What follows belongs to an exercise in optimizing a design on an open flow for a short achievable clock period and few clock cycles; a production flow would make more cautious choices.

==> run a <==
// RISC_16_top
module RISC_16_top(
    input clk,
    input rst,
    output [5:0] instruction_addr,
    input [16:0] instruction,
    output [7:0] mem_addr,
    output [7:0] mem_wdata,
    output mem_we,
    input [7:0] mem_rdata,
    output halted,
    output [7:0] r4_out,   
    output [7:0] r8_out    
);
export LEC_CHECK = 0
export ABC_CLOCK_PERIOD_IN_PS = 2000
export CAP_MARGIN = 20
export CORE_MARGIN = 2
export CORE_UTILIZATION = 60
export PLACE_DENSITY = 0.75
export SLEW_MARGIN = 20
create_clock -name core_clock -period 10.0 [get_ports {clk}]
standard.sh (not shown) runs the stock make flow with config.mk's settings and CLKGATE_MAP_FILE= SYNTH_SCRIPT=/design/flow/synth_recipe.tcl, a recipe that flattens the netlist after the stock synthesis.
==> flow/flow/run.sh <==
#!/bin/bash
# Layout: the standard flow (standard.sh), with the standard synthesis
# unchanged. Placement and repair differ only in: ports are buffered with
# buf_4 cells instead of the default delay buffer, the resizer may change a
# cell's footprint, and timing repair aims for extra setup margin.
set -euo pipefail
bash standard.sh synth > synth.log 2>&1
bash standard.sh MATCH_CELL_FOOTPRINT=0 \
    "BUFFER_PORTS_ARGS=-buffer_cell sky130_fd_sc_hd__buf_4" \
    SETUP_SLACK_MARGIN=7.5 finish > layout.log 2>&1
==> run b (differences from run a) <==
--- a/flow/design.v
+++ b/flow/design.v
@@ -313,43 +313,10 @@
                 4'd11: reset_value = 8'd4;
                 default: reset_value = 8'd5;
             endcase
         end
     endfunction
-    function sum_is;
-        input [7:0] a, b, c;
-        input cin;
-        reg [7:0] k;
-        begin
-            k = {(a[6:0] & b[6:0]) | ((a[6:0] ^ b[6:0]) & ~c[6:0]), cin};
-            sum_is = ((a ^ b ^ c) == k);
-        end
-    endfunction
-    function [7:0] fast_add;
-        input [7:0] a, b;
-        input cin;
-        reg [7:0] p, g, gg, pp, g1, p1;
-        integer n, d;
-        begin
-            p = a ^ b;
-            g = a & b;
-            g[0] = g[0] | (p[0] & cin);
-            gg = g;
-            pp = p;
-            for (d = 1; d < 8; d = d * 2) begin
-                g1 = gg;
-                p1 = pp;
-                for (n = d; n < 8; n = n + 1) begin
-                    g1[n] = gg[n] | (pp[n] & gg[n - d]);
-                    p1[n] = pp[n] & pp[n - d];
-                end
-                gg = g1;
-                pp = p1;
-            end
-            fast_add = p ^ {gg[6:0], cin};
-        end
-    endfunction
     reg [5:0]  f_pc;        
     reg [5:0]  d_pc;
     reg        d_v;         
     reg        d_pt;        
     reg        sk_v;
@@ -360,28 +327,28 @@
     reg [5:0]  d1_pc;
     reg        d1_pt;
     reg [3:0]  d1_a, d1_b, d1_d;
     reg        d1_add, d1_sub, d1_and, d1_or, d1_xor, d1_srl, d1_sll;
     reg        d1_alu, d1_br, d1_beq, d1_ld, d1_st, d1_halt;
-    reg        d1_ua, d1_ub, d1_mem;
+    reg        d1_ua, d1_ub, d1_mem, d1_jmp;
+    reg [15:0] d1_sa, d1_sb, d1_wd;
+    reg [5:0]  d1_bt, d1_rt;
     reg        e_v;
     reg [1:0]  e_cnt;       
     reg [5:0]  e_pc;
     reg        e_pt;
     reg [7:0]  op_a, op_b;  
+    reg [15:0] e_sa, e_sb;  
     reg [15:0] e_wd;        
     reg [3:0]  e_fa;        
-    reg [3:0]  e_fb;        
     reg [3:0]  e_fd;        
     reg        e_add, e_sub, e_and, e_or, e_xor, e_srl, e_sll;
     reg        e_alu, e_br, e_beq, e_ld, e_st, e_halt;
     reg [5:0]  e_bt;        
     reg [5:0]  e_rt;        
     reg [7:0]  R [0:15];    
-    reg        l1_v, l2_v;
-    reg [3:0]  l1_d, l2_d;  
-    wire [15:0] l2_m = l2_v ? onehot(l2_d) : 16'd0;
+    reg [15:0] l1_m, l2_m;  
     reg [7:0]  ma, mwd;
     reg        mwe;
     reg        halted_r;    
     reg        frz;         
     reg [15:0] bt_v, bt_t;
@@ -399,11 +366,11 @@
     assign r8_out    = R[8];
     wire stall   = (e_cnt != 2'd0);
     wire go      = e_v & ~stall;
     wire ex_free = ~e_v | go;
     wire       sub = e_sub;
-    wire [7:0] sum = fast_add(op_a, op_b ^ {8{sub}}, sub);
+    wire [7:0] sum = op_a + (op_b ^ {8{sub}}) + {7'd0, sub};
     wire       shz = |op_b[7:3];
     wire [7:0] srl = shz ? 8'd0 : (op_a >> op_b[2:0]);
     wire [7:0] sll = shz ? 8'd0 : (op_a << op_b[2:0]);
     wire [7:0] res = ({8{e_add | e_sub}} & sum)
                    | ({8{e_and}} & (op_a & op_b))
@@ -416,69 +383,51 @@
     wire br_go    = go & e_br;
     wire mispred  = br_go & (br_cond != e_pt);
     wire halt_now = go & e_halt;
     wire flush    = mispred | halt_now;
     wire [15:0] alu_we = go ? e_wd : 16'd0;
-    wire hit_a = l2_v & (l2_d == e_fa);
-    wire hit_b = l2_v & (l2_d == e_fb);
+    wire hit_a = |(l2_m & e_sa);
+    wire hit_b = |(l2_m & e_sb);
     wire [7:0] a_m = hit_a ? mem_rdata : op_a;
     wire [7:0] b_m = hit_b ? mem_rdata : op_b;
     wire p_alu = e_v & e_alu;                  
-    wire l2_live = l2_v & ~(p_alu & (e_fd == l2_d));
+    wire [15:0] p_wd = p_alu ? e_wd : 16'd0;
+    wire [15:0] l2_w = l2_m & ~p_wd;
     wire [7:0] rd_a = (p_alu & (e_fd == d1_a)) ? res :
-                      (l2_live & (l2_d == d1_a)) ? mem_rdata : R[d1_a];
+                      (|(l2_w & d1_sa)) ? mem_rdata : R[d1_a];
     wire [7:0] rd_b = (p_alu & (e_fd == d1_b)) ? res :
-                      (l2_live & (l2_d == d1_b)) ? mem_rdata : R[d1_b];
+                      (|(l2_w & d1_sb)) ? mem_rdata : R[d1_b];
     wire ex_ld = e_v & e_ld;                   
-    wire l1_live = l1_v & ~(p_alu & (e_fd == l1_d));    
+    wire [15:0] l1_live = l1_m & ~p_wd;        
     wire h1a = ex_ld & d1_ua & (d1_a == e_fa);
     wire h1b = ex_ld & d1_ub & (d1_b == e_fa);
-    wire h2a = l1_live & d1_ua & (d1_a == l1_d);
-    wire h2b = l1_live & d1_ub & (d1_b == l1_d);
+    wire h2a = d1_ua & |(d1_sa & l1_live);
+    wire h2b = d1_ub & |(d1_sb & l1_live);
     wire [1:0] d1_cnt = ((h1a | h1b) & ~d1_mem) ? 2'd2 :
                         ((h1a | h1b) | ((h2a | h2b) & ~d1_mem) | (d1_halt & ex_ld)) ? 2'd1 : 2'd0;
-    wire [5:0] d1_bt = d1_pc + ((d1_d == 4'd0) ? 6'd1 : {2'b00, d1_d});
-    wire [5:0] d1_rt = d1_pt ? d1_pc + 6'd1 : d1_bt;
-    wire [7:0] ra = R[d1_a];
-    wire [7:0] rb = R[d1_b];
-    wire by_a = p_alu & (e_fd == d1_a);
-    wire by_b = p_alu & (e_fd == d1_b);
-    wire ld_a = (l2_live & (l2_d == d1_a)) | (ex_ld & (d1_a == e_fa)) | (l1_live & (d1_a == l1_d));
-    wire ld_b = (l2_live & (l2_d == d1_b)) | (ex_ld & (d1_b == e_fa)) | (l1_live & (d1_b == l1_d));
-    wire [7:0] by_c = by_a ? rb : ra;            
-    wire res_is_c = ((e_add | e_sub) & sum_is(op_a, op_b ^ {8{e_sub}}, by_c, e_sub))
-                  | (e_and & ((op_a & op_b) == by_c))
-                  | (e_or  & ((op_a | op_b) == by_c))
-                  | (e_xor & ((op_a ^ op_b) == by_c));
-    wire eq1 = (d1_a == d1_b) | ((by_a | by_b) ? res_is_c : (ra == rb));
-    wire early = d1_v & d1_br & ex_free & ~flush & ~ld_a & ~ld_b
-               & ~((by_a | by_b) & (e_srl | e_sll));
-    wire cond1 = d1_beq ? eq1 : ~eq1;
-    wire mis1  = early & (cond1 != d1_pt);
-    wire d1_fix  = d1_v & d1_pt & ~d1_br & ~flush;
-    wire redir1  = d1_fix;
-    wire d1_free = ~d1_v | ex_free;
-    wire j_jmp  = (instruction[16:12] == 5'd11);
-    wire [3:0] j_d = instruction[3:0];
-    wire d0_jump = d_v & j_jmp;
-    wire d_keep  = d_v & ~j_jmp;
+    wire d1_jump = d1_v & d1_jmp & ~flush;
+    wire d1_fix  = d1_v & d1_pt & ~d1_br & ~d1_jmp & ~flush;
+    wire redir1  = d1_jump | d1_fix;
+    wire d1_free = ~d1_v | ex_free | d1_jump;
     wire [16:0] s_w  = sk_v ? sk_w  : instruction;
     wire [5:0]  s_pc = sk_v ? sk_pc : d_pc;
     wire        s_pt = sk_v ? sk_pt : d_pt;
-    wire        s_v  = sk_v | d_keep;
+    wire        s_v  = sk_v | d_v;
     wire [4:0] i_op = s_w[16:12];
     wire [3:0] i_a  = s_w[11:8];
     wire [3:0] i_b  = s_w[7:4];
     wire [3:0] i_d  = s_w[3:0];
     wire i_alu  = (i_op < 5'd7);
     wire i_br   = (i_op == 5'd7) | (i_op == 5'd8);
     wire i_ld   = (i_op == 5'd9);
     wire i_st   = (i_op == 5'd10);
+    wire i_jmp  = (i_op == 5'd11);
     wire i_halt = (i_op >= 5'd12);
-    wire kill    = flush | redir1 | mis1;
+    wire [5:0] i_bt = s_pc + ((i_d == 4'd0) ? 6'd1 : {2'b00, i_d});
+    wire kill    = flush | redir1;
     wire refetch = d_v & sk_v & ~d1_free;
-    wire sk_load = d_keep & ((sk_v & d1_free) | (~sk_v & ~d1_free));
+    wire sk_load = d_v & ((sk_v & d1_free) | (~sk_v & ~d1_free));
     wire [3:0] f_ix = f_pc[3:0];
     wire       f_bh = bt_v[f_ix] & (bt_tag[f_ix] == f_pc[5:4]);
     wire       f_bt = f_bh & bt_t[f_ix];
     wire       f_js = js_v & (js_key == f_pc);
     wire [5:0] f_next = f_bt ? bt_tgt[f_ix] :
@@ -489,16 +438,14 @@
         else if (!frz) begin
             if (mispred)
                 f_pc <= e_rt;
             else if (halt_now)
                 f_pc <= e_pc;
-            else if (mis1)
-                f_pc <= d1_rt;
+            else if (d1_jump)
+                f_pc <= {2'b00, d1_d};
             else if (d1_fix)
                 f_pc <= d1_pc + 6'd1;
-            else if (d0_jump)
-                f_pc <= {2'b00, j_d};
             else if (refetch)
                 f_pc <= d_pc;
             else
                 f_pc <= f_next;
         end
@@ -509,11 +456,11 @@
             d_v  <= 1'b0;
             d_pt <= 1'b0;
         end else begin
             d_pc <= f_pc;
             d_pt <= f_bt;
-            d_v  <= ~(frz | kill | refetch | d0_jump);
+            d_v  <= ~(frz | kill | refetch);
         end
     end
     always @(posedge clk or posedge rst) begin
         if (rst)
             d1_v <= 1'b0;
@@ -527,11 +474,11 @@
             sk_v <= 1'b0;
         else
             sk_v <= sk_load | (sk_v & ~d1_free);
     end
     always @(posedge clk) begin
-        if (!(sk_v && !d1_free)) begin
+        if (sk_load) begin
             sk_w  <= instruction;
             sk_pc <= d_pc;
             sk_pt <= d_pt;
         end
     end
@@ -540,10 +487,13 @@
             d1_pc <= s_pc;
             d1_pt <= s_pt;
             d1_a  <= i_a;
             d1_b  <= i_b;
             d1_d  <= i_d;
+            d1_sa <= onehot(i_a);
+            d1_sb <= onehot(i_b);
+            d1_wd <= i_alu ? onehot(i_d) : 16'd0;
             d1_add <= (i_op == 5'd0);
             d1_sub <= (i_op == 5'd1);
             d1_and <= (i_op == 5'd2);
             d1_or  <= (i_op == 5'd3);
             d1_xor <= (i_op == 5'd4);
@@ -556,32 +506,36 @@
             d1_st  <= i_st;
             d1_halt <= i_halt;
             d1_ua  <= i_alu | i_br | i_st;
             d1_ub  <= i_alu | i_br | i_ld | i_st;
             d1_mem <= i_ld | i_st;
+            d1_jmp <= i_jmp;
+            d1_bt  <= i_bt;
+            d1_rt  <= s_pt ? s_pc + 6'd1 : i_bt;
         end
     end
     always @(posedge clk or posedge rst) begin
         if (rst) begin
             e_v   <= 1'b0;
             e_cnt <= 2'd0;
         end else if (ex_free) begin
-            e_v   <= d1_v & ~flush;
+            e_v   <= d1_v & ~d1_jmp & ~flush;
             e_cnt <= d1_cnt;
         end else if (stall) begin
             e_cnt <= e_cnt - 2'd1;
         end
     end
     always @(posedge clk) begin
         if (ex_free) begin
             e_pc <= d1_pc;
-            e_pt <= early ? cond1 : d1_pt;
+            e_pt <= d1_pt;
             op_a <= rd_a;
             op_b <= rd_b;
-            e_wd <= d1_alu ? onehot(d1_d) : 16'd0;
+            e_sa <= d1_sa;
+            e_sb <= d1_sb;
+            e_wd <= d1_wd;
             e_fa <= d1_a;
-            e_fb <= d1_b;
             e_fd <= d1_d;
             e_add <= d1_add;
             e_sub <= d1_sub;
             e_and <= d1_and;
             e_or  <= d1_or;
@@ -603,26 +557,22 @@
     end
     always @(posedge clk or posedge rst) begin
         if (rst) begin
             halted_r <= 1'b0;
             frz  <= 1'b0;
-            l1_v <= 1'b0;
-            l2_v <= 1'b0;
+            l1_m <= 16'd0;
+            l2_m <= 16'd0;
         end else begin
             if (halt_now) halted_r <= 1'b1;
             if (halt_now) frz <= 1'b1;
-            l1_v <= go & e_ld;
-            l2_v <= l1_v & ~(go & e_alu & (e_fd == l1_d));
+            l1_m <= (go & e_ld) ? onehot(e_fa) : 16'd0;
+            l2_m <= l1_m & ~alu_we;
         end
     end
     always @(posedge clk) begin
-        l1_d <= e_fa;
-        l2_d <= l1_d;
-    end
-    always @(posedge clk) begin
         mwe <= go & e_st;
-        ma  <= fast_add(b_m, {4'b0000, e_fd}, 1'b0);
+        ma  <= b_m + {4'b0000, e_fd};
         mwd <= a_m;
     end
     always @(posedge clk or posedge rst) begin
         if (rst) begin
             bt_v <= 16'd0;
@@ -631,22 +581,22 @@
         end else begin
             if (br_go) begin
                 bt_v[e_pc[3:0]] <= 1'b1;
                 bt_t[e_pc[3:0]] <= br_cond;
             end
-            if (d0_jump)
+            if (d1_jump)
                 js_v <= 1'b1;
         end
     end
     always @(posedge clk) begin
         if (br_go) begin
             bt_tag[e_pc[3:0]] <= e_pc[5:4];
             bt_tgt[e_pc[3:0]] <= e_bt;
         end
-        if (d0_jump) begin
-            js_key <= d_pc - 6'd1;
-            js_tgt <= j_d;
+        if (d1_jump) begin
+            js_key <= d1_pc - 6'd1;
+            js_tgt <= d1_d;
         end
     end
     integer i;
     always @(posedge clk) begin
         for (i = 0; i < 16; i = i + 1) begin
--- a/flow/config.mk
+++ b/flow/config.mk
@@ -6,8 +6,8 @@
 export NUM_CORES = 4
 export LEC_CHECK = 0
 export ABC_CLOCK_PERIOD_IN_PS = 2000
 export CAP_MARGIN = 20
 export CORE_MARGIN = 2
-export CORE_UTILIZATION = 60
-export PLACE_DENSITY = 0.75
+export CORE_UTILIZATION = 40
+export PLACE_DENSITY = 0.6
 export SLEW_MARGIN = 20
==> comparison table <==
| quantity | run b | run a |
|---|---|---|
| Max transition margin | 0.246 | 0.226 |
| Stages on worst setup path | 12 | 17 |
| Async set-or-reset flop fraction in the synthesized netlist | 0.133 | 0.101 |
| Proportion of layout cells with a drive suffix above 1 | 0.368 | 0.349 |
| Number of DRC markers after the initial detailed-route iteration | 2,268 | 3,265 |
| Average cell area after synthesis | 11.5 sq um | 10.8 sq um |
| Initial core utilization | 0.404 | 0.606 |
| Cell type taking the most area | flip-flops and latches | multi-input combinational cells |
| Area fraction in compound gates after synthesis | 0.135 | 0.128 |
| Worst setup path category | in2reg | reg2reg |
| Die footprint | 0.0743 sq mm | 0.0450 sq mm |
| Endpoint, Worst Hold | e_beq | e_srl |
| Global routing usage summed across all routing layers | 0.251 | 0.436 |
| Run status | finished clean | finished clean |
| Met2 layer usage reported by global route | 0.398 | 0.690 |
| Vias per cell | 6.08 | 7.07 |
| Layout overhead on the synthesized area | 28.2% | 29.3% |
| Required time of the critical path | 10.39 ns | 10.52 ns |
| Synthesized netlist cell count | 2,506 | 2,412 |
No functional check of the RTL was part of any run of this note.

## what the ideal ports hide
The results above use ideal ports. As a check the final layouts listed here were re-extracted and re-timed, cells and wires unchanged.
Step 1: set_driving_cell puts a clkbuf_16 on clk and a buf_2 on each other input, an assumption about the parent block.
Step 2 also shifts input and output timing later by t, the mid clock arrival at the registers, as if the neighbouring blocks saw the same clock.
a / b / c = ideal / step 1 / step 2; a / b = the first two.
run	t, ns	setup slack, ns	hold slack, ns	slew at the worst register clock pin (ns)
run a	0.683	5.702 / 5.702 / 5.702	0.414 / 0.414 / 0.414	0.07 / 0.07
run b	0.680	6.666 / 6.697 / 6.017	0.414 / 0.414 / 0.414	0.07 / 0.07
After both steps setup and hold are still met in every run listed. For run b, which loses most, drivers alone change the setup slack by +0.031 ns; drivers and shift together by -0.649 ns.
